This is an optimization exercise on Yosys and OpenROAD, whose aim is small area, a short achievable clock period and few clock cycles per item, not a production implementation.
Only simulation tests tie the RTL to the original design; equivalence was not proved.
No driver is modelled on the clock port, so clocking that relies on it looks cheaper here than on a real chip.
Power figures rest on the tool's default switching activity, not on a simulated workload.

==> flow/design.v <==
module systolic_array #(
    parameter N_SIZE = 5 ,
    parameter DATAWIDTH = 16
) (
    input logic clk,rst_n,valid_in,
    input wire [N_SIZE*DATAWIDTH-1:0] matrix_a_in,
    input wire [N_SIZE*DATAWIDTH-1:0] matrix_b_in,
    output logic valid_out,
    output logic [N_SIZE*2*DATAWIDTH-1:0] matrix_c_out
);
  logic [4:0] cnt, cnt_nx;
  logic hold;       
  logic first;      
  logic first_n;    
  logic vo;
  always_comb begin
    if (valid_in) cnt_nx = 5'd1;
    else if (cnt == 5'd31) cnt_nx = 5'd31;
    else cnt_nx = cnt + 5'd1;
  end
  always_ff @(posedge clk or negedge rst_n) begin
    if (!rst_n) begin
      cnt   <= 5'd31;
      vo    <= 1'b0;
    end else begin
      cnt   <= cnt_nx;
      vo    <= (cnt_nx == 5'd7) || (cnt_nx == 5'd12) || (cnt_nx == 5'd17) ||
               (cnt_nx == 5'd22) || (cnt_nx == 5'd27);
    end
  end
  always_ff @(posedge clk) begin
    hold  <= (cnt_nx >= 5'd5) && (cnt_nx <= 5'd24);
    first <= (cnt_nx == 5'd1) || (cnt_nx == 5'd6) || (cnt_nx == 5'd11) ||
             (cnt_nx == 5'd16) || (cnt_nx == 5'd21);
    first_n <= ~((cnt_nx == 5'd1) || (cnt_nx == 5'd6) || (cnt_nx == 5'd11) ||
                 (cnt_nx == 5'd16) || (cnt_nx == 5'd21));
  end
  assign valid_out = vo;
  logic [63:0] aq [0:4];
  logic [79:0] bq [0:4];
  always_ff @(posedge clk) begin
    aq[0][47:0]  <= hold ? aq[4][63:16] : matrix_a_in[63:16];
    aq[0][63:48] <= matrix_a_in[79:64];
    bq[0] <= hold ? bq[4] : matrix_b_in;
    for (int n = 1; n < 5; n++) begin
      aq[n] <= aq[n-1];
      bq[n] <= bq[n-1];
    end
  end
  logic [15:0] aop;
  assign aop = hold ? aq[4][15:0] : matrix_a_in[15:0];
  logic [7:0] e_one, e_onen, e_two, e_twon, e_nz, e_nzn, e_neg, e_negn, e_negz, e_negzn;
  always_ff @(posedge clk) begin
    for (int i = 0; i < 8; i++) begin
      logic a2, a1, a0, one, two;
      a2 = aop[2*i+1];
      a1 = aop[2*i];
      a0 = (i > 0) ? aop[2*i-1] : 1'b0;
      one = a1 ^ a0;
      two = (a2 & ~a1 & ~a0) | (~a2 & a1 & a0);
      e_one[i]   <= one;
      e_onen[i]  <= ~one;
      e_two[i]   <= two;
      e_twon[i]  <= ~two;
      e_nz[i]    <= one | two;
      e_nzn[i]   <= ~(one | two);
      e_neg[i]   <= a2;
      e_negn[i]  <= ~a2;
      e_negz[i]  <= a2 & (one | two);
      e_negzn[i] <= ~(a2 & (one | two));
    end
  end
  localparam logic [31:0] K5 = 32'h55570000;
  localparam int NVAR = 1;
  genvar j;
  generate
    for (j = 0; j < 5; j++) begin : GEN_MAC
      logic [31:0] acc_s, acc_c, ns, nc, res, sum;
      logic [31:5] acc_ch;    
      assign acc_c = {acc_ch, 5'd0};
      cpa32 u_cpa (.a(acc_s[31:5]), .b(acc_ch), .y(sum[31:5]));
      assign sum[5-1:0] = acc_s[5-1:0];
      logic [16:0] bx;
      logic [16:0] pp [0:7];
      logic [7:0] ng;
      localparam int VSEL = (NVAR == 1) ? 0 : j;
      assign bx = {bq[0][16*j+15], bq[0][16*j +: 16]};
      always_comb begin
        for (int i = 0; i < 8; i++) begin
          for (int x = 0; x < 17; x++) begin
            logic b1, sel;
            b1 = (x > 0) ? bx[x-1] : 1'b0;
            case (VSEL)
              0: sel = (e_one[i] & bx[x]) | (e_two[i] & b1);
              1: sel = (~e_onen[i] & bx[x]) | (~e_twon[i] & b1);
              2: sel = e_one[i] ? bx[x] : (e_nz[i] & b1);
              3: sel = ~e_onen[i] ? bx[x] : (~e_nzn[i] & b1);
              default: sel = ~e_nzn[i] & (~e_twon[i] ? b1 : bx[x]);
            endcase
            case (VSEL)
              0, 4: pp[i][x] = sel ^ e_neg[i];
              1: pp[i][x] = sel ^ ~e_negn[i];
              2: pp[i][x] = sel ^ e_negz[i];
              default: pp[i][x] = sel ^ ~e_negzn[i];
            endcase
          end
          case (VSEL)
            0, 4: ng[i] = e_neg[i];
            1: ng[i] = ~e_negn[i];
            2: ng[i] = e_negz[i];
            default: ng[i] = ~e_negzn[i];
          endcase
        end
      end
      mac_tree u_tree (
        .pp0(pp[0][15:0]), .pp1(pp[1][15:0]), .pp2(pp[2][15:0]), .pp3(pp[3][15:0]),
        .pp4(pp[4][15:0]), .pp5(pp[5][15:0]), .pp6(pp[6][15:0]), .pp7(pp[7][15:0]),
        .npp0(~pp[0][16]), .npp1(~pp[1][16]), .npp2(~pp[2][16]), .npp3(~pp[3][16]),
        .npp4(~pp[4][16]), .npp5(~pp[5][16]), .npp6(~pp[6][16]), .npp7(~pp[7][16]),
        .neg(ng),
        .as(first ? K5 : acc_s), .ac(first_n ? acc_c : 32'd0),
        .os(ns), .oc(nc)
      );
      always_ff @(posedge clk) begin
        acc_s <= ns;
        acc_ch <= nc[31:5];
        res   <= sum;
      end
      assign matrix_c_out[32*j +: 32] = res;
    end
  endgenerate
endmodule
module mac_tree (
    input  logic [15:0] pp0, pp1, pp2, pp3, pp4, pp5, pp6, pp7,
    input  logic        npp0, npp1, npp2, npp3, npp4, npp5, npp6, npp7,
    input  logic [7:0]  neg,
    input  logic [31:0] as, ac,
    output logic [31:0] os, oc
);
  wire s0, k0;
  fa_cell u0 (.a(neg[0]), .b(pp0[0]), .c(as[0]), .s(s0), .co(k0));
  wire s1, k1;
  fa_cell u1 (.a(pp0[1]), .b(as[1]), .c(k0), .s(s1), .co(k1));
  wire s2, k2;
  fa_cell u2 (.a(neg[1]), .b(pp0[2]), .c(pp1[0]), .s(s2), .co(k2));
  wire s3, k3;
  fa_cell u3 (.a(as[2]), .b(s2), .c(k1), .s(s3), .co(k3));
  wire s4, k4;
  fa_cell u4 (.a(pp0[3]), .b(pp1[1]), .c(as[3]), .s(s4), .co(k4));
  wire s5, k5;
  fa_cell u5 (.a(k2), .b(s4), .c(k3), .s(s5), .co(k5));
  wire s6, k6;
  fa_cell u6 (.a(neg[2]), .b(pp0[4]), .c(pp1[2]), .s(s6), .co(k6));
  wire s7, k7;
  fa_cell u7 (.a(pp2[0]), .b(as[4]), .c(s6), .s(s7), .co(k7));
  wire s8, k8;
  fa_cell u8 (.a(k4), .b(s7), .c(k5), .s(s8), .co(k8));
  wire s9, k9;
  fa_cell u9 (.a(pp0[5]), .b(pp1[3]), .c(pp2[1]), .s(s9), .co(k9));
  wire s10, k10;
  fa_cell u10 (.a(as[5]), .b(ac[5]), .c(k6), .s(s10), .co(k10));
  wire s11, k11;
  fa_cell u11 (.a(s9), .b(s10), .c(k7), .s(s11), .co(k11));
  wire s12, k12;
  fa_cell u12 (.a(neg[3]), .b(pp0[6]), .c(pp1[4]), .s(s12), .co(k12));
  wire s13, k13;
  fa_cell u13 (.a(pp2[2]), .b(pp3[0]), .c(as[6]), .s(s13), .co(k13));
  wire s14, k14;
  fa_cell u14 (.a(ac[6]), .b(k9), .c(s12), .s(s14), .co(k14));
  wire s15, k15;
  fa_cell u15 (.a(s13), .b(k10), .c(s14), .s(s15), .co(k15));
  wire s16, k16;
  fa_cell u16 (.a(pp0[7]), .b(pp1[5]), .c(pp2[3]), .s(s16), .co(k16));
  wire s17, k17;
  fa_cell u17 (.a(pp3[1]), .b(as[7]), .c(ac[7]), .s(s17), .co(k17));
  wire s18, k18;
  fa_cell u18 (.a(k12), .b(s16), .c(k13), .s(s18), .co(k18));
  wire s19, k19;
  fa_cell u19 (.a(s17), .b(k14), .c(s18), .s(s19), .co(k19));
  wire s20, k20;
  fa_cell u20 (.a(neg[4]), .b(pp0[8]), .c(pp1[6]), .s(s20), .co(k20));
  wire s21, k21;
  fa_cell u21 (.a(pp2[4]), .b(pp3[2]), .c(pp4[0]), .s(s21), .co(k21));
  wire s22, k22;
  fa_cell u22 (.a(as[8]), .b(ac[8]), .c(k16), .s(s22), .co(k22));
  wire s23, k23;
  fa_cell u23 (.a(s20), .b(s21), .c(k17), .s(s23), .co(k23));
  wire s24, k24;
  fa_cell u24 (.a(s22), .b(k18), .c(s23), .s(s24), .co(k24));
  wire s25, k25;
  fa_cell u25 (.a(pp0[9]), .b(pp1[7]), .c(pp2[5]), .s(s25), .co(k25));
  wire s26, k26;
  fa_cell u26 (.a(pp3[3]), .b(pp4[1]), .c(as[9]), .s(s26), .co(k26));
  wire s27, k27;
  fa_cell u27 (.a(ac[9]), .b(k20), .c(k21), .s(s27), .co(k27));
  wire s28, k28;
  fa_cell u28 (.a(s25), .b(s26), .c(k22), .s(s28), .co(k28));
  wire s29, k29;
  fa_cell u29 (.a(s27), .b(k23), .c(s28), .s(s29), .co(k29));
  wire s30, k30;
  fa_cell u30 (.a(neg[5]), .b(pp0[10]), .c(pp1[8]), .s(s30), .co(k30));
  wire s31, k31;
  fa_cell u31 (.a(pp2[6]), .b(pp3[4]), .c(pp4[2]), .s(s31), .co(k31));
  wire s32, k32;
  fa_cell u32 (.a(pp5[0]), .b(as[10]), .c(ac[10]), .s(s32), .co(k32));
  wire s33, k33;
  fa_cell u33 (.a(k25), .b(s30), .c(s31), .s(s33), .co(k33));
  wire s34, k34;
  fa_cell u34 (.a(k26), .b(s32), .c(k27), .s(s34), .co(k34));
  wire s35, k35;
  fa_cell u35 (.a(s33), .b(k28), .c(s34), .s(s35), .co(k35));
  wire s36, k36;
  fa_cell u36 (.a(pp0[11]), .b(pp1[9]), .c(pp2[7]), .s(s36), .co(k36));
  wire s37, k37;
  fa_cell u37 (.a(pp3[5]), .b(pp4[3]), .c(pp5[1]), .s(s37), .co(k37));
  wire s38, k38;
  fa_cell u38 (.a(as[11]), .b(ac[11]), .c(k30), .s(s38), .co(k38));
  wire s39, k39;
  fa_cell u39 (.a(k31), .b(s36), .c(s37), .s(s39), .co(k39));
  wire s40, k40;
  fa_cell u40 (.a(k32), .b(s38), .c(k33), .s(s40), .co(k40));
  wire s41, k41;
  fa_cell u41 (.a(s39), .b(k34), .c(s40), .s(s41), .co(k41));
  wire s42, k42;
  fa_cell u42 (.a(neg[6]), .b(pp0[12]), .c(pp1[10]), .s(s42), .co(k42));
  wire s43, k43;
  fa_cell u43 (.a(pp2[8]), .b(pp3[6]), .c(pp4[4]), .s(s43), .co(k43));
  wire s44, k44;
  fa_cell u44 (.a(pp5[2]), .b(pp6[0]), .c(as[12]), .s(s44), .co(k44));
  wire s45, k45;
  fa_cell u45 (.a(ac[12]), .b(k36), .c(k37), .s(s45), .co(k45));
  wire s46, k46;
  fa_cell u46 (.a(s42), .b(s43), .c(s44), .s(s46), .co(k46));
  wire s47, k47;
  fa_cell u47 (.a(k38), .b(s45), .c(k39), .s(s47), .co(k47));
  wire s48, k48;
  fa_cell u48 (.a(s46), .b(k40), .c(s47), .s(s48), .co(k48));
  wire s49, k49;
  fa_cell u49 (.a(pp0[13]), .b(pp1[11]), .c(pp2[9]), .s(s49), .co(k49));
  wire s50, k50;
  fa_cell u50 (.a(pp3[7]), .b(pp4[5]), .c(pp5[3]), .s(s50), .co(k50));
  wire s51, k51;
  fa_cell u51 (.a(pp6[1]), .b(as[13]), .c(ac[13]), .s(s51), .co(k51));
  wire s52, k52;
  fa_cell u52 (.a(k42), .b(k43), .c(s49), .s(s52), .co(k52));
  wire s53, k53;
  fa_cell u53 (.a(s50), .b(k44), .c(s51), .s(s53), .co(k53));
  wire s54, k54;
  fa_cell u54 (.a(k45), .b(s52), .c(k46), .s(s54), .co(k54));
  wire s55, k55;
  fa_cell u55 (.a(s53), .b(k47), .c(s54), .s(s55), .co(k55));
  wire s56, k56;
  fa_cell u56 (.a(neg[7]), .b(pp0[14]), .c(pp1[12]), .s(s56), .co(k56));
  wire s57, k57;
  fa_cell u57 (.a(pp2[10]), .b(pp3[8]), .c(pp4[6]), .s(s57), .co(k57));
  wire s58, k58;
  fa_cell u58 (.a(pp5[4]), .b(pp6[2]), .c(pp7[0]), .s(s58), .co(k58));
  wire s59, k59;
  fa_cell u59 (.a(as[14]), .b(ac[14]), .c(k49), .s(s59), .co(k59));
  wire s60, k60;
  fa_cell u60 (.a(k50), .b(s56), .c(s57), .s(s60), .co(k60));
  wire s61, k61;
  fa_cell u61 (.a(s58), .b(k51), .c(s59), .s(s61), .co(k61));
  wire s62, k62;
  fa_cell u62 (.a(k52), .b(s60), .c(k53), .s(s62), .co(k62));
  wire s63, k63;
  fa_cell u63 (.a(s61), .b(k54), .c(s62), .s(s63), .co(k63));
  wire s64, k64;
  fa_cell u64 (.a(pp0[15]), .b(pp1[13]), .c(pp2[11]), .s(s64), .co(k64));
  wire s65, k65;
  fa_cell u65 (.a(pp3[9]), .b(pp4[7]), .c(pp5[5]), .s(s65), .co(k65));
  wire s66, k66;
  fa_cell u66 (.a(pp6[3]), .b(pp7[1]), .c(as[15]), .s(s66), .co(k66));
  wire s67, k67;
  fa_cell u67 (.a(ac[15]), .b(k56), .c(k57), .s(s67), .co(k67));
  wire s68, k68;
  fa_cell u68 (.a(k58), .b(s64), .c(s65), .s(s68), .co(k68));
  wire s69, k69;
  fa_cell u69 (.a(s66), .b(k59), .c(s67), .s(s69), .co(k69));
  wire s70, k70;
  fa_cell u70 (.a(k60), .b(s68), .c(k61), .s(s70), .co(k70));
  wire s71, k71;
  fa_cell u71 (.a(s69), .b(k62), .c(s70), .s(s71), .co(k71));
  wire s72, k72;
  fa_cell u72 (.a(npp0), .b(pp1[14]), .c(pp2[12]), .s(s72), .co(k72));
  wire s73, k73;
  fa_cell u73 (.a(pp3[10]), .b(pp4[8]), .c(pp5[6]), .s(s73), .co(k73));
  wire s74, k74;
  fa_cell u74 (.a(pp6[4]), .b(pp7[2]), .c(as[16]), .s(s74), .co(k74));
  wire s75, k75;
  fa_cell u75 (.a(ac[16]), .b(k64), .c(k65), .s(s75), .co(k75));
  wire s76, k76;
  fa_cell u76 (.a(s72), .b(s73), .c(k66), .s(s76), .co(k76));
  wire s77, k77;
  fa_cell u77 (.a(s74), .b(k67), .c(s75), .s(s77), .co(k77));
  wire s78, k78;
  fa_cell u78 (.a(k68), .b(s76), .c(k69), .s(s78), .co(k78));
  wire s79, k79;
  fa_cell u79 (.a(s77), .b(k70), .c(s78), .s(s79), .co(k79));
  wire s80, k80;
  fa_cell u80 (.a(pp1[15]), .b(pp2[13]), .c(pp3[11]), .s(s80), .co(k80));
  wire s81, k81;
  fa_cell u81 (.a(pp4[9]), .b(pp5[7]), .c(pp6[5]), .s(s81), .co(k81));
  wire s82, k82;
  fa_cell u82 (.a(pp7[3]), .b(as[17]), .c(ac[17]), .s(s82), .co(k82));
  wire s83, k83;
  fa_cell u83 (.a(k72), .b(k73), .c(s80), .s(s83), .co(k83));
  wire s84, k84;
  fa_cell u84 (.a(s81), .b(k74), .c(s82), .s(s84), .co(k84));
  wire s85, k85;
  fa_cell u85 (.a(k75), .b(k76), .c(s83), .s(s85), .co(k85));
  wire s86, k86;
  fa_cell u86 (.a(s84), .b(k77), .c(s85), .s(s86), .co(k86));
  wire s87, k87;
  ha_cell u87 (.a(k78), .b(s86), .s(s87), .c(k87));
  wire s88, k88;
  fa_cell u88 (.a(npp1), .b(pp2[14]), .c(pp3[12]), .s(s88), .co(k88));
  wire s89, k89;
  fa_cell u89 (.a(pp4[10]), .b(pp5[8]), .c(pp6[6]), .s(s89), .co(k89));
  wire s90, k90;
  fa_cell u90 (.a(pp7[4]), .b(as[18]), .c(ac[18]), .s(s90), .co(k90));
  wire s91, k91;
  fa_cell u91 (.a(k80), .b(k81), .c(s88), .s(s91), .co(k91));
  wire s92, k92;
  fa_cell u92 (.a(s89), .b(k82), .c(s90), .s(s92), .co(k92));
  wire s93, k93;
  fa_cell u93 (.a(k83), .b(s91), .c(k84), .s(s93), .co(k93));
  wire s94, k94;
  fa_cell u94 (.a(s92), .b(k85), .c(s93), .s(s94), .co(k94));
  wire s95, k95;
  ha_cell u95 (.a(k86), .b(s94), .s(s95), .c(k95));
  wire s96, k96;
  fa_cell u96 (.a(pp2[15]), .b(pp3[13]), .c(pp4[11]), .s(s96), .co(k96));
  wire s97, k97;
  fa_cell u97 (.a(pp5[9]), .b(pp6[7]), .c(pp7[5]), .s(s97), .co(k97));
  wire s98, k98;
  fa_cell u98 (.a(as[19]), .b(ac[19]), .c(k88), .s(s98), .co(k98));
  wire s99, k99;
  fa_cell u99 (.a(k89), .b(s96), .c(s97), .s(s99), .co(k99));
  wire s100, k100;
  fa_cell u100 (.a(k90), .b(s98), .c(k91), .s(s100), .co(k100));
  wire s101, k101;
  fa_cell u101 (.a(s99), .b(k92), .c(s100), .s(s101), .co(k101));
  wire s102, k102;
  fa_cell u102 (.a(k93), .b(s101), .c(k94), .s(s102), .co(k102));
  wire s103, k103;
  fa_cell u103 (.a(npp2), .b(pp3[14]), .c(pp4[12]), .s(s103), .co(k103));
  wire s104, k104;
  fa_cell u104 (.a(pp5[10]), .b(pp6[8]), .c(pp7[6]), .s(s104), .co(k104));
  wire s105, k105;
  fa_cell u105 (.a(as[20]), .b(ac[20]), .c(k96), .s(s105), .co(k105));
  wire s106, k106;
  fa_cell u106 (.a(k97), .b(s103), .c(s104), .s(s106), .co(k106));
  wire s107, k107;
  fa_cell u107 (.a(k98), .b(s105), .c(k99), .s(s107), .co(k107));
  wire s108, k108;
  fa_cell u108 (.a(s106), .b(k100), .c(s107), .s(s108), .co(k108));
  wire s109, k109;
  ha_cell u109 (.a(k101), .b(s108), .s(s109), .c(k109));
  wire s110, k110;
  fa_cell u110 (.a(pp3[15]), .b(pp4[13]), .c(pp5[11]), .s(s110), .co(k110));
  wire s111, k111;
  fa_cell u111 (.a(pp6[9]), .b(pp7[7]), .c(as[21]), .s(s111), .co(k111));
  wire s112, k112;
  fa_cell u112 (.a(ac[21]), .b(k103), .c(k104), .s(s112), .co(k112));
  wire s113, k113;
  fa_cell u113 (.a(s110), .b(s111), .c(k105), .s(s113), .co(k113));
  wire s114, k114;
  fa_cell u114 (.a(s112), .b(k106), .c(k107), .s(s114), .co(k114));
  wire s115, k115;
  fa_cell u115 (.a(s113), .b(k108), .c(s114), .s(s115), .co(k115));
  wire s116, k116;
  fa_cell u116 (.a(npp3), .b(pp4[14]), .c(pp5[12]), .s(s116), .co(k116));
  wire s117, k117;
  fa_cell u117 (.a(pp6[10]), .b(pp7[8]), .c(as[22]), .s(s117), .co(k117));
  wire s118, k118;
  fa_cell u118 (.a(ac[22]), .b(k110), .c(s116), .s(s118), .co(k118));
  wire s119, k119;
  fa_cell u119 (.a(k111), .b(s117), .c(k112), .s(s119), .co(k119));
  wire s120, k120;
  fa_cell u120 (.a(s118), .b(k113), .c(s119), .s(s120), .co(k120));
  wire s121, k121;
  ha_cell u121 (.a(k114), .b(s120), .s(s121), .c(k121));
  wire s122, k122;
  fa_cell u122 (.a(pp4[15]), .b(pp5[13]), .c(pp6[11]), .s(s122), .co(k122));
  wire s123, k123;
  fa_cell u123 (.a(pp7[9]), .b(as[23]), .c(ac[23]), .s(s123), .co(k123));
  wire s124, k124;
  fa_cell u124 (.a(k116), .b(s122), .c(k117), .s(s124), .co(k124));
  wire s125, k125;
  fa_cell u125 (.a(s123), .b(k118), .c(s124), .s(s125), .co(k125));
  wire s126, k126;
  fa_cell u126 (.a(k119), .b(s125), .c(k120), .s(s126), .co(k126));
  wire s127, k127;
  fa_cell u127 (.a(npp4), .b(pp5[14]), .c(pp6[12]), .s(s127), .co(k127));
  wire s128, k128;
  fa_cell u128 (.a(pp7[10]), .b(as[24]), .c(ac[24]), .s(s128), .co(k128));
  wire s129, k129;
  fa_cell u129 (.a(k122), .b(s127), .c(k123), .s(s129), .co(k129));
  wire s130, k130;
  fa_cell u130 (.a(s128), .b(k124), .c(s129), .s(s130), .co(k130));
  wire s131, k131;
  ha_cell u131 (.a(k125), .b(s130), .s(s131), .c(k131));
  wire s132, k132;
  fa_cell u132 (.a(pp5[15]), .b(pp6[13]), .c(pp7[11]), .s(s132), .co(k132));
  wire s133, k133;
  fa_cell u133 (.a(as[25]), .b(ac[25]), .c(k127), .s(s133), .co(k133));
  wire s134, k134;
  fa_cell u134 (.a(s132), .b(k128), .c(s133), .s(s134), .co(k134));
  wire s135, k135;
  fa_cell u135 (.a(k129), .b(s134), .c(k130), .s(s135), .co(k135));
  wire s136, k136;
  fa_cell u136 (.a(npp5), .b(pp6[14]), .c(pp7[12]), .s(s136), .co(k136));
  wire s137, k137;
  fa_cell u137 (.a(as[26]), .b(ac[26]), .c(k132), .s(s137), .co(k137));
  wire s138, k138;
  fa_cell u138 (.a(s136), .b(k133), .c(s137), .s(s138), .co(k138));
  wire s139, k139;
  ha_cell u139 (.a(k134), .b(s138), .s(s139), .c(k139));
  wire s140, k140;
  fa_cell u140 (.a(pp6[15]), .b(pp7[13]), .c(as[27]), .s(s140), .co(k140));
  wire s141, k141;
  fa_cell u141 (.a(ac[27]), .b(k136), .c(s140), .s(s141), .co(k141));
  wire s142, k142;
  fa_cell u142 (.a(k137), .b(s141), .c(k138), .s(s142), .co(k142));
  wire s143, k143;
  fa_cell u143 (.a(npp6), .b(pp7[14]), .c(as[28]), .s(s143), .co(k143));
  wire s144, k144;
  fa_cell u144 (.a(ac[28]), .b(k140), .c(s143), .s(s144), .co(k144));
  wire s145, k145;
  ha_cell u145 (.a(k141), .b(s144), .s(s145), .c(k145));
  wire s146, k146;
  fa_cell u146 (.a(pp7[15]), .b(as[29]), .c(ac[29]), .s(s146), .co(k146));
  wire s147, k147;
  fa_cell u147 (.a(k143), .b(s146), .c(k144), .s(s147), .co(k147));
  wire s148, k148;
  fa_cell u148 (.a(npp7), .b(as[30]), .c(ac[30]), .s(s148), .co(k148));
  wire s149, k149;
  ha_cell u149 (.a(k146), .b(s148), .s(s149), .c(k149));
  wire s150, k150;
  fa_cell u150 (.a(as[31]), .b(ac[31]), .c(k148), .s(s150), .co(k150));
  assign os[0] = s0;
  assign oc[0] = 1'b0;
  assign os[1] = s1;
  assign oc[1] = 1'b0;
  assign os[2] = s3;
  assign oc[2] = 1'b0;
  assign os[3] = s5;
  assign oc[3] = 1'b0;
  assign os[4] = s8;
  assign oc[4] = 1'b0;
  assign os[5] = k8;
  assign oc[5] = s11;
  assign os[6] = k11;
  assign oc[6] = s15;
  assign os[7] = k15;
  assign oc[7] = s19;
  assign os[8] = k19;
  assign oc[8] = s24;
  assign os[9] = k24;
  assign oc[9] = s29;
  assign os[10] = k29;
  assign oc[10] = s35;
  assign os[11] = k35;
  assign oc[11] = s41;
  assign os[12] = k41;
  assign oc[12] = s48;
  assign os[13] = k48;
  assign oc[13] = s55;
  assign os[14] = k55;
  assign oc[14] = s63;
  assign os[15] = k63;
  assign oc[15] = s71;
  assign os[16] = k71;
  assign oc[16] = s79;
  assign os[17] = k79;
  assign oc[17] = s87;
  assign os[18] = k87;
  assign oc[18] = s95;
  assign os[19] = k95;
  assign oc[19] = s102;
  assign os[20] = k102;
  assign oc[20] = s109;
  assign os[21] = k109;
  assign oc[21] = s115;
  assign os[22] = k115;
  assign oc[22] = s121;
  assign os[23] = k121;
  assign oc[23] = s126;
  assign os[24] = k126;
  assign oc[24] = s131;
  assign os[25] = k131;
  assign oc[25] = s135;
  assign os[26] = k135;
  assign oc[26] = s139;
  assign os[27] = k139;
  assign oc[27] = s142;
  assign os[28] = k142;
  assign oc[28] = s145;
  assign os[29] = k145;
  assign oc[29] = s147;
  assign os[30] = k147;
  assign oc[30] = s149;
  assign os[31] = k149;
  assign oc[31] = s150;
endmodule
module cpa32 (input logic [26:0] a, b, output logic [26:0] y);
  logic [26:0] g, p;
  assign g = a & b;
  assign p = a ^ b;
  wire G0 = g[1] | (p[1] & g[0]);
  wire G1 = g[3] | (p[3] & g[2]);
  wire P1 = p[3] & p[2];
  wire G2 = g[5] | (p[5] & g[4]);
  wire P2 = p[5] & p[4];
  wire G3 = g[7] | (p[7] & g[6]);
  wire P3 = p[7] & p[6];
  wire G4 = g[9] | (p[9] & g[8]);
  wire P4 = p[9] & p[8];
  wire G5 = g[11] | (p[11] & g[10]);
  wire P5 = p[11] & p[10];
  wire G6 = g[13] | (p[13] & g[12]);
  wire P6 = p[13] & p[12];
  wire G7 = g[15] | (p[15] & g[14]);
  wire P7 = p[15] & p[14];
  wire G8 = g[17] | (p[17] & g[16]);
  wire P8 = p[17] & p[16];
  wire G9 = g[19] | (p[19] & g[18]);
  wire P9 = p[19] & p[18];
  wire G10 = g[21] | (p[21] & g[20]);
  wire P10 = p[21] & p[20];
  wire G11 = g[23] | (p[23] & g[22]);
  wire P11 = p[23] & p[22];
  wire G12 = g[25] | (p[25] & g[24]);
  wire P12 = p[25] & p[24];
  wire G13 = G1 | (P1 & G0);
  wire G14 = G3 | (P3 & G2);
  wire P14 = P3 & P2;
  wire G15 = G5 | (P5 & G4);
  wire P15 = P5 & P4;
  wire G16 = G7 | (P7 & G6);
  wire P16 = P7 & P6;
  wire G17 = G9 | (P9 & G8);
  wire P17 = P9 & P8;
  wire G18 = G11 | (P11 & G10);
  wire P18 = P11 & P10;
  wire G19 = G14 | (P14 & G13);
  wire G20 = G16 | (P16 & G15);
  wire P20 = P16 & P15;
  wire G21 = G18 | (P18 & G17);
  wire P21 = P18 & P17;
  wire G22 = G20 | (P20 & G19);
  wire G23 = G21 | (P21 & G22);
  wire G24 = G15 | (P15 & G19);
  wire G25 = G17 | (P17 & G22);
  wire G26 = G2 | (P2 & G13);
  wire G27 = G4 | (P4 & G19);
  wire G28 = G6 | (P6 & G24);
  wire G29 = G8 | (P8 & G22);
  wire G30 = G10 | (P10 & G25);
  wire G31 = G12 | (P12 & G23);
  wire G32 = g[2] | (p[2] & G0);
  wire G33 = g[4] | (p[4] & G13);
  wire G34 = g[6] | (p[6] & G26);
  wire G35 = g[8] | (p[8] & G19);
  wire G36 = g[10] | (p[10] & G27);
  wire G37 = g[12] | (p[12] & G24);
  wire G38 = g[14] | (p[14] & G28);
  wire G39 = g[16] | (p[16] & G22);
  wire G40 = g[18] | (p[18] & G29);
  wire G41 = g[20] | (p[20] & G25);
  wire G42 = g[22] | (p[22] & G30);
  wire G43 = g[24] | (p[24] & G23);
  wire G44 = g[26] | (p[26] & G31);
  assign y[0] = p[0];
  assign y[1] = p[1] ^ g[0];
  assign y[2] = p[2] ^ G0;
  assign y[3] = p[3] ^ G32;
  assign y[4] = p[4] ^ G13;
  assign y[5] = p[5] ^ G33;
  assign y[6] = p[6] ^ G26;
  assign y[7] = p[7] ^ G34;
  assign y[8] = p[8] ^ G19;
  assign y[9] = p[9] ^ G35;
  assign y[10] = p[10] ^ G27;
  assign y[11] = p[11] ^ G36;
  assign y[12] = p[12] ^ G24;
  assign y[13] = p[13] ^ G37;
  assign y[14] = p[14] ^ G28;
  assign y[15] = p[15] ^ G38;
  assign y[16] = p[16] ^ G22;
  assign y[17] = p[17] ^ G39;
  assign y[18] = p[18] ^ G29;
  assign y[19] = p[19] ^ G40;
  assign y[20] = p[20] ^ G25;
  assign y[21] = p[21] ^ G41;
  assign y[22] = p[22] ^ G30;
  assign y[23] = p[23] ^ G42;
  assign y[24] = p[24] ^ G23;
  assign y[25] = p[25] ^ G43;
  assign y[26] = p[26] ^ G31;
endmodule
module fa_cell (input logic a, b, c, output logic s, co);
  assign s  = a ^ b ^ c;
  assign co = (a & b) | (a & c) | (b & c);
endmodule
module ha_cell (input logic a, b, output logic s, c);
  assign s = a ^ b;
  assign c = a & b;
endmodule
==> flow/flow/run.sh <==
#!/bin/bash
# Layout flow: the standard ORFS flow (standard.sh: unchanged synthesis and
# steps) with three changes in how the layout is made:
#  - the timing repair is asked to keep more setup slack than the 10 ns clock
#    needs, so that it also shortens paths that already meet it;
#  - the port buffers that the flow inserts on every input and output are
#    buf_2 cells instead of the flow's default delay-buffer cells;
#  - clock tree synthesis runs without dummy loads (same clustering as
#    CTS_CLUSTER_SIZE / CTS_CLUSTER_DIAMETER in config.mk).
set -euo pipefail
MARGIN=${REPAIR_MARGIN:-6.5}
bash standard.sh SETUP_SLACK_MARGIN=$MARGIN \
  "BUFFER_PORTS_ARGS=-buffer_cell sky130_fd_sc_hd__buf_2" \
  "CTS_ARGS=-sink_clustering_enable -repair_clock_nets -sink_clustering_size 30 -sink_clustering_max_diameter 60 -dont_use_dummy_load" \
  finish > flow_make.log 2>&1
==> flow/standard.sh <==
#!/bin/bash
# synth_recipe.tcl (not shown) runs the flow's synth.tcl, then flattens the netlist and writes it again
# the make line also repeats each setting of config.mk as NAME=value (left out here)
make -C /OpenROAD-flow-scripts/flow DESIGN_CONFIG=/design/flow/config.mk WORK_HOME=/design/flow/orfs CLKGATE_MAP_FILE= SYNTH_SCRIPT=/design/flow/synth_recipe.tcl "${@:-finish}"
==> flow/config.mk <==
export PLATFORM = sky130hd
export DESIGN_NAME = systolic_array
export DESIGN_NICKNAME = systolic_array
export VERILOG_FILES = /design/flow/design.v
export SDC_FILE = /design/flow/constraint.sdc
export NUM_CORES = 8
export LEC_CHECK = 0
export CAP_MARGIN = 20
export CORE_MARGIN = 2
export CORE_UTILIZATION = 60
export CTS_CLUSTER_DIAMETER = 60
export CTS_CLUSTER_SIZE = 30
export SLEW_MARGIN = 20
export SYNTH_HIERARCHICAL = 1
export SYNTH_MINIMUM_KEEP_SIZE = 0
==> flow/constraint.sdc <==
create_clock -name core_clock -period 10.0 [get_ports {clk}]
set_input_delay 2.0000 -clock core_clock [delete_from_list [all_inputs] [get_ports {clk}]]
set_output_delay 2.0000 -clock core_clock [all_outputs]
set_load 0.01 [all_outputs]
==> insert_results.sql, run 1 <==
INSERT INTO impl_metrics (metric_group, metric, value, unit) VALUES
('status', 'outcome', 'finished clean', ''),
('sta', 'worst_clock_skew', '0.07195', 'ns'),
('final_layout', 'fin_nets', '6177', ''),
('detailed_routing', 'wl', '168500', 'um'),
('placed_design', 'placement.io_buffers', '323', ''),
('clocking', 'cts_made_buffers', '90', ''),
('hold_path', 'timing.hold.worst.start', 'bq[1][45]', ''),
('detailed_routing', 'postRouteAntennaNets', '0', ''),
('detailed_routing', 'drt-vias-per-instance', '5.909', ''),
('final_layout', 'final_layout_size_suffix_gt1_share', '15.83', '%'),
('placed_design', 'detailedPlacementHpwl', '98140', 'um'),
('final_layout', 'leading_cell_type_in_the_layout_fill_and_taps_excluded', 'sky130_fd_sc_hd__dfxtp_1', ''),
('logic_synthesis', 'synth.cell_area', '63160', 'sq um'),
('detailed_routing', 'dr_total_vias', '38180', ''),
('global_route', 'grt_max_degree', '52', ''),
('logic_synthesis', 'mappedNetlistNets', '6296', ''),
('clocking', 'cts.clk_slew.worst_paths', '0.09', 'ns'),
('clocking', 'cts-root-buf', 'sky130_fd_sc_hd__clkbuf_16', ''),
('logic_synthesis', 'postSynthCellCount', '5187', ''),
('floorplanning', 'die_w', '328.4', 'um'),
('final_layout', 'syn_to_final_growth', '8.862', '%'),
('setup_path', 'worst-endpoint-arrival', '4.07', 'ns'),
('floorplanning', 'core_area', '104800', 'sq um'),
('final_layout', 'sequential_cell_area', '24470', 'sq um'),
('placed_design', 'postPlaceCellArea', '63120', 'sq um'),
('placed_design', 'dpl_cells', '6230', ''),
('flow_run', 'drv.max_cap_violation_count', '0', ''),
('detailed_routing', 'drc', '0', ''),
('hold_path', 'hold_path.class', 'flip-flop to flip-flop', ''),
('floorplanning', 'floorplan.initialDensity', '60.25', '%'),
('setup_path', 'crit_path_max_fanout', '24', ''),
('sta', 'hold_violations', '0', ''),
('global_route', 'grt_first_pass_wirelength', '247800', 'um'),
('detailed_routing', 'detailedRoute.firstIterationViolations', '3713', ''),
('detailed_routing', 'avgRoutedWirePerCell', '26.09', 'um'),
('floorplanning', 'die_area', '107900', 'sq um'),
('final_layout', 'final_cell_mix', '1112 x sky130_fd_sc_hd__dfxtp_1, 753 x sky130_fd_sc_hd__fa_1, 674 x sky130_fd_sc_hd__xnor2_1, 577 x sky130_fd_sc_hd__a22oi_1, 323 x sky130_fd_sc_hd__buf_2', ''),
('power_and_ir_drop', 'cellPowerDensity', '415.1', 'nW/um^2'),
('final_layout', 'finalNonFillerCells', '6461', ''),
('power_and_ir_drop', 'p_leak', '27.71', 'nW'),
('sta', 'timing.fmax', '283.2', 'MHz'),
('sta', 'period_share', '35.31', '%'),
('global_route', 'global_route.usage.total', '30.57', '%'),
('final_layout', 'fillers', '7937', ''),
('sta', 'worstMarginPinSlew', '0.8402', 'ns'),
('setup_path', 'cp-startpoint', 'e_two[6]', ''),
('clocking', 'tritoncts_clock_tree', 'built', ''),
('sta', 'final_number_of_setup_violating_endpoints', '0', ''),
('final_layout', 'combined_area_of_the_multi_input_logic_cells', '34880', 'sq um'),
('detailed_routing', 'number_of_iterations_in_the_first_detailed_routing_pass', '6', ''),
('setup_path', 'r2r-start', 'e_two[6]', ''),
('clocking', 'clk_latency', '0.72', 'ns'),
('placed_design', 'gp_congestion', '0.8539', ''),
('clocking', 'clockBufferDepth', '3', ''),
('power_and_ir_drop', 'largest_voltage_drop_on_the_vdd_net', '0.2230', 'mV'),
('logic_synthesis', 'yosysWarningCount', '21', ''),
('final_layout', 'final_instance_area', '68750', 'sq um'),
('clocking', 'cts_htree_levels', '3', ''),
('floorplanning', 'rows', '119', ''),
('sta', 'slew_headroom', '43.99', '%'),
('clocking', 'count_of_clock_tree_sinks', '1208', ''),
('setup_path', 'crit_path_start_kind', 'flip-flop', ''),
('setup_path', 'timing.critical_path.to_type', 'flip-flop', ''),
('global_route', 'number_of_antenna_violations_at_the_first_check_in_global_routing', '26', ''),
('global_route', 'leftover_overflow_at_the_end_of_global_routing', '0', ''),
('global_route', 'first_global_vias', '39580', ''),
('setup_path', 'worst_ep_required_time', '10.54', 'ns'),
('setup_path', 'critical_path_class', 'flip-flop to flip-flop', ''),
('sta', 'finalCriticalPeriod', '3.531', 'ns'),
('clocking', 'hold_buffer_count_at_cts', '0', ''),
('floorplanning', 'chipHeight', '328.4', 'um'),
('floorplanning', 'pin_count', '324', ''),
('sta', 'grt_setup_unrepaired', 'true', ''),
('sta', 'timing_max_transition_violations_final', '0', ''),
('logic_synthesis', 'postSynthAreaPerCell', '12.18', 'sq um'),
('sta', 'totalNegativeSetupSlack', '0', 'ns');
[sequential cells by signal, indices dropped and copies added, names as in the netlist, 5 cells and up]
register,cells
e_two,8
GEN_MAC.acc_s,160
aq,320
bq,400
e_one,8
GEN_MAC.res,160
e_neg,8
GEN_MAC.acc_ch,135
cnt,5
[through the flow]
stage                     hold slack (ns)  worst slack, ns  total power [mW]  util (%)
after CTS                          0.2908            6.491             28.45     64.51
after floorplan                    0.3096            6.485             27.14         -
after global routing               0.2876            6.397             31.63     65.59
final                              0.2899            6.469             28.54     65.59
after detailed placement           0.3121            5.418             24.56     60.22
after global placement             0.3096            5.484             24.08     60.22
[worst max-delay path, cell delays in order (launching register included)]
cell	delay (ns)
sky130_fd_sc_hd__dfxtp_4	0.48
sky130_fd_sc_hd__buf_16	0.23
sky130_fd_sc_hd__a22oi_1	0.14
sky130_fd_sc_hd__xnor2_1	0.17
sky130_fd_sc_hd__fa_1	0.42
sky130_fd_sc_hd__fa_1	0.44
sky130_fd_sc_hd__fa_1	0.47
sky130_fd_sc_hd__fa_1	0.57
sky130_fd_sc_hd__fa_1	0.42
[path summary, 6_finish.rpt]
| kind | endpoint | slack, ns | cells after the start |
|---|---|---|---|
| hold / removal | bq[2][45] | 0.29 | 0 |
| setup reg to reg | GEN_MAC[1].acc_ch[19] | 6.47 | 8 |
| min in group asynchronous | vo | 1.12 | 1 |
| max in group asynchronous | cnt[4] | 8.66 | 1 |
| setup / recovery | GEN_MAC[1].acc_ch[19] | 6.47 | 8 |
| hold reg to reg | bq[2][45] | 0.29 | 0 |
[per-layer routing]
layer,global-route usage (%),vias up,wire length (um)
li1,-,16440,-
met1,43.70,19330,70990
met2,45.69,1969,72560
met3,7.725,409,17990
met4,9.966,36,6797
met5,0,-,207
[timing repair]
action | CTS | global route
cloned | 20 | 20
buffers inserted | 77 | 20
resized for setup | 181 | 121
pin swaps | 1 | 36
setup endpoints to repair | 227 | 43
[final cells by class]
| type | count | area share [%] |
|---|---|---|
| clock buffer | 90 | 3.276 |
| sequential | 1208 | 35.60 |
| antenna | 4 | 0.01456 |
| multi-input combinational | 3148 | 50.73 |
| timing repair buffer | 512 | 7.261 |
| inverter | 108 | 0.5896 |
| tap | 1391 | 2.531 |
[power by group]
group	internal, mW	switching (mW)
combinational	8.24	9.33
clock	1.58	1.59
sequential	6.78	1.02
total	16.6	11.9
Testbench counts, summed over its fixed seeds: cycles 6,912, matrices 256.
==> run 2, diff against run 1 <==
==> flow/flow/run.sh (replaced) <==
#!/bin/bash
# Layout flow: the standard ORFS flow (standard.sh: unchanged synthesis and
# steps) with these changes in how the layout is made:
#  - the timing repair is asked to keep more setup slack than the 10 ns clock
#    needs, so that it also shortens paths that already meet it;
#  - the port buffers that the flow inserts on every input and output are
#    buf_2 cells instead of the flow's default delay-buffer cells;
#  - clock tree synthesis runs without dummy loads (same clustering as
#    CTS_CLUSTER_SIZE / CTS_CLUSTER_DIAMETER in config.mk);
#  - after clock tree synthesis, the accumulator registers (internal only:
#    fed by the Booth/operand registers, feeding themselves and the result
#    registers) get their clock through two more buffers (useful skew for the
#    multiply-accumulate paths). No port-facing register is touched.
set -euo pipefail
MARGIN=${REPAIR_MARGIN:-6.5}
KNOBS=(SETUP_SLACK_MARGIN=$MARGIN
  "BUFFER_PORTS_ARGS=-buffer_cell sky130_fd_sc_hd__buf_2"
  "CTS_ARGS=-sink_clustering_enable -repair_clock_nets -sink_clustering_size 30 -sink_clustering_max_diameter 60 -dont_use_dummy_load")
bash standard.sh "${KNOBS[@]}" cts > flow_make_cts.log 2>&1
PLATFORM_DIR=$FLOW_HOME/platforms/$FLOW_PLATFORM \
ECO_DB=orfs/results/$FLOW_PLATFORM/systolic_array/base/4_cts.odb \
SKEW_TCL=flow/skew.tcl \
SKEW_CELL="sky130_fd_sc_hd__clkbuf_2 sky130_fd_sc_hd__clkbuf_8" \
SKEW_PATTERN='GEN_MAC.*acc_' \
  openroad -no_init -exit flow/eco.tcl > flow_skew.log 2>&1
bash standard.sh "${KNOBS[@]}" finish > flow_make.log 2>&1
==> flow/flow/eco.tcl (new file) <==
# Loads the post-CTS database, applies skew.tcl, writes it back.
set plat $::env(PLATFORM_DIR)
read_lef $plat/lef/sky130_fd_sc_hd.tlef
read_lef $plat/lef/sky130_fd_sc_hd_merged.lef
read_liberty $plat/lib/sky130_fd_sc_hd__tt_025C_1v80.lib
read_db $::env(ECO_DB)
source $::env(SKEW_TCL)
write_db $::env(ECO_DB)
==> flow/flow/skew.tcl (new file) <==
# Useful skew for the accumulator registers: the clock pins of the registers
# whose names match SKEW_PATTERN are moved behind a chain of clock buffers
# (SKEW_CELL) per leaf clock net, so they capture later than the Booth and
# operand registers that feed them. Accumulators drive no port and no port drives them.
set db [ord::get_db]
set block [ord::get_db_block]
set cell $::env(SKEW_CELL)
set pattern $::env(SKEW_PATTERN)
set chain {}
foreach c $cell { lappend chain [$db findMaster $c] }
set maxg [expr {[info exists ::env(SKEW_MAXG)] ? $::env(SKEW_MAXG) : 1000}]
set groups [dict create]
foreach inst [$block getInsts] {
  set name [$inst getName]
  if {![regexp $pattern $name]} continue
  set it [$inst findITerm CLK]
  if {$it eq "NULL" || $it eq ""} continue
  set net [$it getNet]
  set key [$net getName]
  set j 0
  while {[dict exists $groups "$key/$j"] && [llength [dict get $groups "$key/$j"]] >= $maxg} { incr j }
  dict lappend groups "$key/$j" $it
}
set n 0
dict for {netname iterms} $groups {
  set leaf [$block findNet [lindex [split $netname /] 0]]
  set src $leaf
  set insts {}
  set m 0
  foreach master $chain {
    set inst [odb::dbInst_create $block $master "skewbuf_${n}_$m"]
    set newnet [odb::dbNet_create $block "skewnet_${n}_$m"]
    $newnet setSigType CLOCK
    [$inst findITerm A] connect $src
    [$inst findITerm X] connect $newnet
    set src $newnet
    lappend insts $inst
    incr m
  }
  set sx 0; set sy 0
  foreach it $iterms {
    $it disconnect
    $it connect $newnet
    set loc [[$it getInst] getLocation]
    set sx [expr {$sx + [lindex $loc 0]}]; set sy [expr {$sy + [lindex $loc 1]}]
  }
  set k [llength $iterms]
  foreach inst $insts {
    $inst setLocation [expr {int($sx / $k)}] [expr {int($sy / $k)}]
    $inst setPlacementStatus PLACED
  }
  incr n
}
puts "skew: inserted $n $cell buffers"
global_connect
detailed_placement
check_placement
==> run 2 against run 1 <==
  * Fmax is 7.1% higher
  * Worst hold slack worse by 0.031 ns
  * Total power is 1.5% higher
  * Sequential cell count unchanged
  * Sequential share of layout area shrank 0.064 points
  * Sequential power hardly changed
  * Design area is 0.10% lower
  * Largest power group unchanged
  * Wire length decreased by 3.8%
==> insert_results.sql, run 2 <==
INSERT INTO impl_metrics (metric_group, metric, value, unit) VALUES
('sta', 'grt_setup_unrepaired', 'false', ''),
('power_and_ir_drop', 'clkPwrFrac', '13.7', '%'),
('detailed_routing', 'dr_total_vias', '37950', ''),
('power_and_ir_drop', 'largest_voltage_drop_on_the_vdd_net', '0.2180', 'mV'),
('logic_synthesis', 'yosysWarningCount', '21', ''),
('sta', 'timing.fmax', '303.2', 'MHz'),
('setup_path', 'max_stage_delay', '0.51', 'ns'),
('placed_design', 'postPlaceCellArea', '63120', 'sq um'),
('global_route', 'number_of_antenna_violations_at_the_first_check_in_global_routing', '25', ''),
('hold_path', 'hold_path.class', 'flip-flop to flip-flop', ''),
('power_and_ir_drop', 'sw_frac_of_total', '41.24', '%'),
('logic_synthesis', 'postSynthAreaPerCell', '12.18', 'sq um'),
('detailed_routing', 'avgRoutedWirePerCell', '24.82', 'um'),
('floorplanning', 'pin_count', '324', ''),
('clocking', 'count_of_clock_tree_sinks', '1208', ''),
('global_route', 'first_global_vias', '40680', ''),
('final_layout', 'sequential_cell_area', '24410', 'sq um'),
('final_layout', 'leading_cell_type_in_the_layout_fill_and_taps_excluded', 'sky130_fd_sc_hd__dfxtp_1', ''),
('setup_path', 'crit_path_start_kind', 'flip-flop', ''),
('final_layout', 'final_layout_size_suffix_gt1_share', '15.86', '%'),
('final_layout', 'fin_nets', '6249', ''),
('sta', 'finalCriticalPeriod', '3.299', 'ns'),
('detailed_routing', 'postRouteAntennaNets', '0', ''),
('floorplanning', 'core_area', '104800', 'sq um'),
('setup_path', 'path_cells', 'buf_4 -> buf_6 -> a22oi_1 -> xnor2_1 -> fa_1 -> fa_1 -> fa_1 -> fa_1 -> fa_1', ''),
('clocking', 'clk_latency', '0.95', 'ns'),
('final_layout', 'combined_area_of_the_multi_input_logic_cells', '34630', 'sq um'),
('power_and_ir_drop', 'p_leak', '27.93', 'nW'),
('placed_design', 'detailedPlacementHpwl', '98140', 'um'),
('global_route', 'global_route.usage.total', '30.84', '%'),
('clocking', 'cts.clk_slew.worst_paths', '0.09', 'ns'),
('setup_path', 'timing.rr.end', 'GEN_MAC[3].acc_ch[16]', ''),
('final_layout', 'largest_register_ff_count', '400', ''),
('final_layout', 'syn_to_final_growth', '8.751', '%'),
('sta', 'final_number_of_setup_violating_endpoints', '0', ''),
('sta', 'timing_max_transition_violations_final', '0', ''),
('clocking', 'tritoncts_clock_tree', 'built', ''),
('floorplanning', 'die_w', '328.4', 'um'),
('setup_path', 'critical_path_class', 'flip-flop to flip-flop', ''),
('detailed_routing', 'wl', '162200', 'um'),
('setup_path', 'ff2ff_setup_slack', '6.70', 'ns'),
('placed_design', 'gp_congestion', '0.8539', ''),
('clocking', 'cts_made_buffers', '90', ''),
('floorplanning', 'die_area', '107900', 'sq um'),
('power_and_ir_drop', 'share_seq_of_total_power', '26.9', '%'),
('logic_synthesis', 'postSynthCellCount', '5187', ''),
('logic_synthesis', 'mappedNetlistNets', '6296', ''),
('sta', 'slew_headroom', '43.73', '%'),
('detailed_routing', 'number_of_iterations_in_the_first_detailed_routing_pass', '8', ''),
('logic_synthesis', 'synth.cell_area', '63160', 'sq um'),
('setup_path', 'critical-path-top-cell-by-count', 'sky130_fd_sc_hd__fa_1', ''),
('sta', 'totalNegativeSetupSlack', '0', 'ns'),
('sta', 'hold_violations', '0', ''),
('final_layout', 'most_flops_register', 'bq', ''),
('final_layout', 'fillers', '8004', ''),
('clocking', 'cts-root-buf', 'sky130_fd_sc_hd__clkbuf_16', ''),
('setup_path', 'r2r-start', 'e_two[2]', ''),
('power_and_ir_drop', 'power.net_switching', '11.94', 'mW'),
('setup_path', 'slowest_stage', 'sky130_fd_sc_hd__fa_1', ''),
('status', 'outcome', 'finished clean', ''),
('detailed_routing', 'drt-vias-per-instance', '5.808', ''),
('global_route', 'grt_first_pass_wirelength', '250200', 'um'),
('power_and_ir_drop', 'internal-power', '17.02', 'mW'),
('setup_path', 'worst-endpoint-arrival', '4.05', 'ns'),
('setup_path', 'worst-path-stages', '9', ''),
('setup_path', 'cp-startpoint', 'e_two[2]', ''),
('floorplanning', 'rows', '119', ''),
('global_route', 'grt_max_degree', '52', ''),
('sta', 'period_share', '32.99', '%'),
('detailed_routing', 'drc', '0', ''),
('final_layout', 'final_instance_area', '68680', 'sq um'),
('setup_path', 'critical_path_sink', 'GEN_MAC[3].acc_ch[16]', ''),
('clocking', 'hold_buffer_count_at_cts', '0', ''),
('placed_design', 'placement.io_buffers', '323', ''),
('detailed_routing', 'detailedRoute.firstIterationViolations', '3392', ''),
('power_and_ir_drop', 'power.share.combinational', '59.3', '%'),
('setup_path', 'worst-r2r-cell-count', '9', ''),
('setup_path', 'cpLargestDelayFamily', 'adder cells', ''),
('setup_path', 'timing.critical_path.to_type', 'flip-flop', ''),
('setup_path', 'worst_ep_required_time', '10.75', 'ns'),
('clocking', 'clockBufferDepth', '3', ''),
('setup_path', 'crit_path_max_fanout', '10', ''),
('floorplanning', 'chipHeight', '328.4', 'um'),
('global_route', 'leftover_overflow_at_the_end_of_global_routing', '0', ''),
('clocking', 'cts_htree_levels', '3', ''),
('setup_path', 'critical_path_buf_inv_count', '2', ''),
('final_layout', 'final_cell_mix', '1113 x sky130_fd_sc_hd__dfxtp_1, 780 x sky130_fd_sc_hd__fa_1, 680 x sky130_fd_sc_hd__xnor2_1, 600 x sky130_fd_sc_hd__a22oi_1, 323 x sky130_fd_sc_hd__buf_2', ''),
('sta', 'worst_clock_skew', '0.2970', 'ns'),
('power_and_ir_drop', 'cellPowerDensity', '421.6', 'nW/um^2'),
('floorplanning', 'floorplan.initialDensity', '60.25', '%'),
('sta', 'worstMarginPinSlew', '0.8441', 'ns'),
('flow_run', 'drv.max_cap_violation_count', '0', ''),
('final_layout', 'largest_registers', 'bq: 400 flops, aq: 320 flops', '');
-- run 2: routing by layer --
metal | routed length [um] | global-route usage, %
met1 | 70450 | 43.74
met2 | 71270 | 46.12
met3 | 14880 | 7.821
met4 | 5362 | 10.84
met5 | 207 | 0
-- run 2: per-stage QoR --
step | power (mW) | hold slack [ns] | worst slack, ns | instances | util, %
CTS | 28.45 | 0.2908 | 6.491 | 6417 | 64.51
global placement | 24.08 | 0.3096 | 5.484 | 6230 | 60.22
finish | 28.96 | 0.2588 | 6.701 | 6533 | 65.52
detailed placement | 24.56 | 0.3121 | 5.418 | 6230 | 60.22
floorplan | 27.14 | 0.3096 | 6.485 | 5187 | -
global route | 32.13 | 0.2518 | 6.570 | 6531 | 65.52
-- run 2: worst reg2reg max path: cells and delay by family, from the launching register on --
| kind | cells | cell delay (ns) |
|---|---|---|
| buffers and inverters | 2 | 0.36 |
| AOI/OAI and AO/OA | 1 | 0.14 |
| DFF | 1 | 0.43 |
| adders and majority gates | 5 | 2.25 |
| xor gates and xnor gates | 1 | 0.18 |
-- run 2: repair_timing --
action | CTS | global route
setup buffers | 77 | 0
resized for setup | 181 | 0
setup endpoints to repair | 227 | 0
-- run 2: worst min path at each step --
| stage | start | to | slack (ns) | depth (start not counted) |
|---|---|---|---|---|
| after floorplan | aq[0][0] | aq[1][0] | 0.31 | 0 |
| after global placement | bq[2][50] | bq[3][50] | 0.31 | 0 |
| after detailed placement | aq[3][60] | aq[4][60] | 0.31 | 0 |
| after CTS | bq[1][45] | bq[2][45] | 0.29 | 0 |
| after global routing | bq[1][73] | bq[2][73] | 0.25 | 0 |
| final | bq[1][73] | bq[2][73] | 0.26 | 0 |
-- run 2: power groups by stage --
stage / sequential, mW / combinational [mW] / clock [mW]
finish: 7.80 / 17.2 / 3.98
global route: 7.95 / 19.9 / 4.27
CTS: 7.79 / 17.4 / 3.25
detailed placement: 8.05 / 16.5 / 0
global placement: 8.04 / 16.0 / 0
floorplan: 7.53 / 19.6 / 0
-- run 2: area by class of cell --
| class | instances | share of cell area [%] |
|---|---|---|
| Multi-Input combinational cell | 3148 | 50.43 |
| Sequential cell | 1208 | 35.53 |
| Timing Repair Buffer | 472 | 6.090 |
| Clock buffer | 90 | 3.279 |
| Tap cell | 1391 | 2.534 |
| Buffer | 112 | 1.530 |
| Inverter | 108 | 0.5902 |
| Antenna cell | 4 | 0.01457 |

-- port drivers added, routing unchanged --
The flow's constraints put no driver on any port. The routed layouts listed below were extracted and timed again, unchanged, in two steps.
Step 1 sets driving cells, clkbuf_16 on the clock port and buf_2 on the other inputs (assumed; they add their load-dependent delay and slew).
Step 2, shift: input delay + t, output delay - t, t = (earliest + latest rising clock arrival at the registers) / 2. This alone moves slack from input paths to output paths.
a / b / c = no drivers / after step 1 / after step 2; a / b = the first two.
run | t, ns | setup slack, ns | worst setup path after step 2 | latest minus earliest clock arrival (ns)
run 1 | 0.766 | 6.469 / 6.469 / 6.469 | register to register | 0.081 / 0.082
run 2 | 0.875 | 6.701 / 6.682 / 6.701 | register to register | 0.308 / 0.307
Clock arrivals are far apart in run 2, so t is only a midpoint there and step 2 fits no single register.
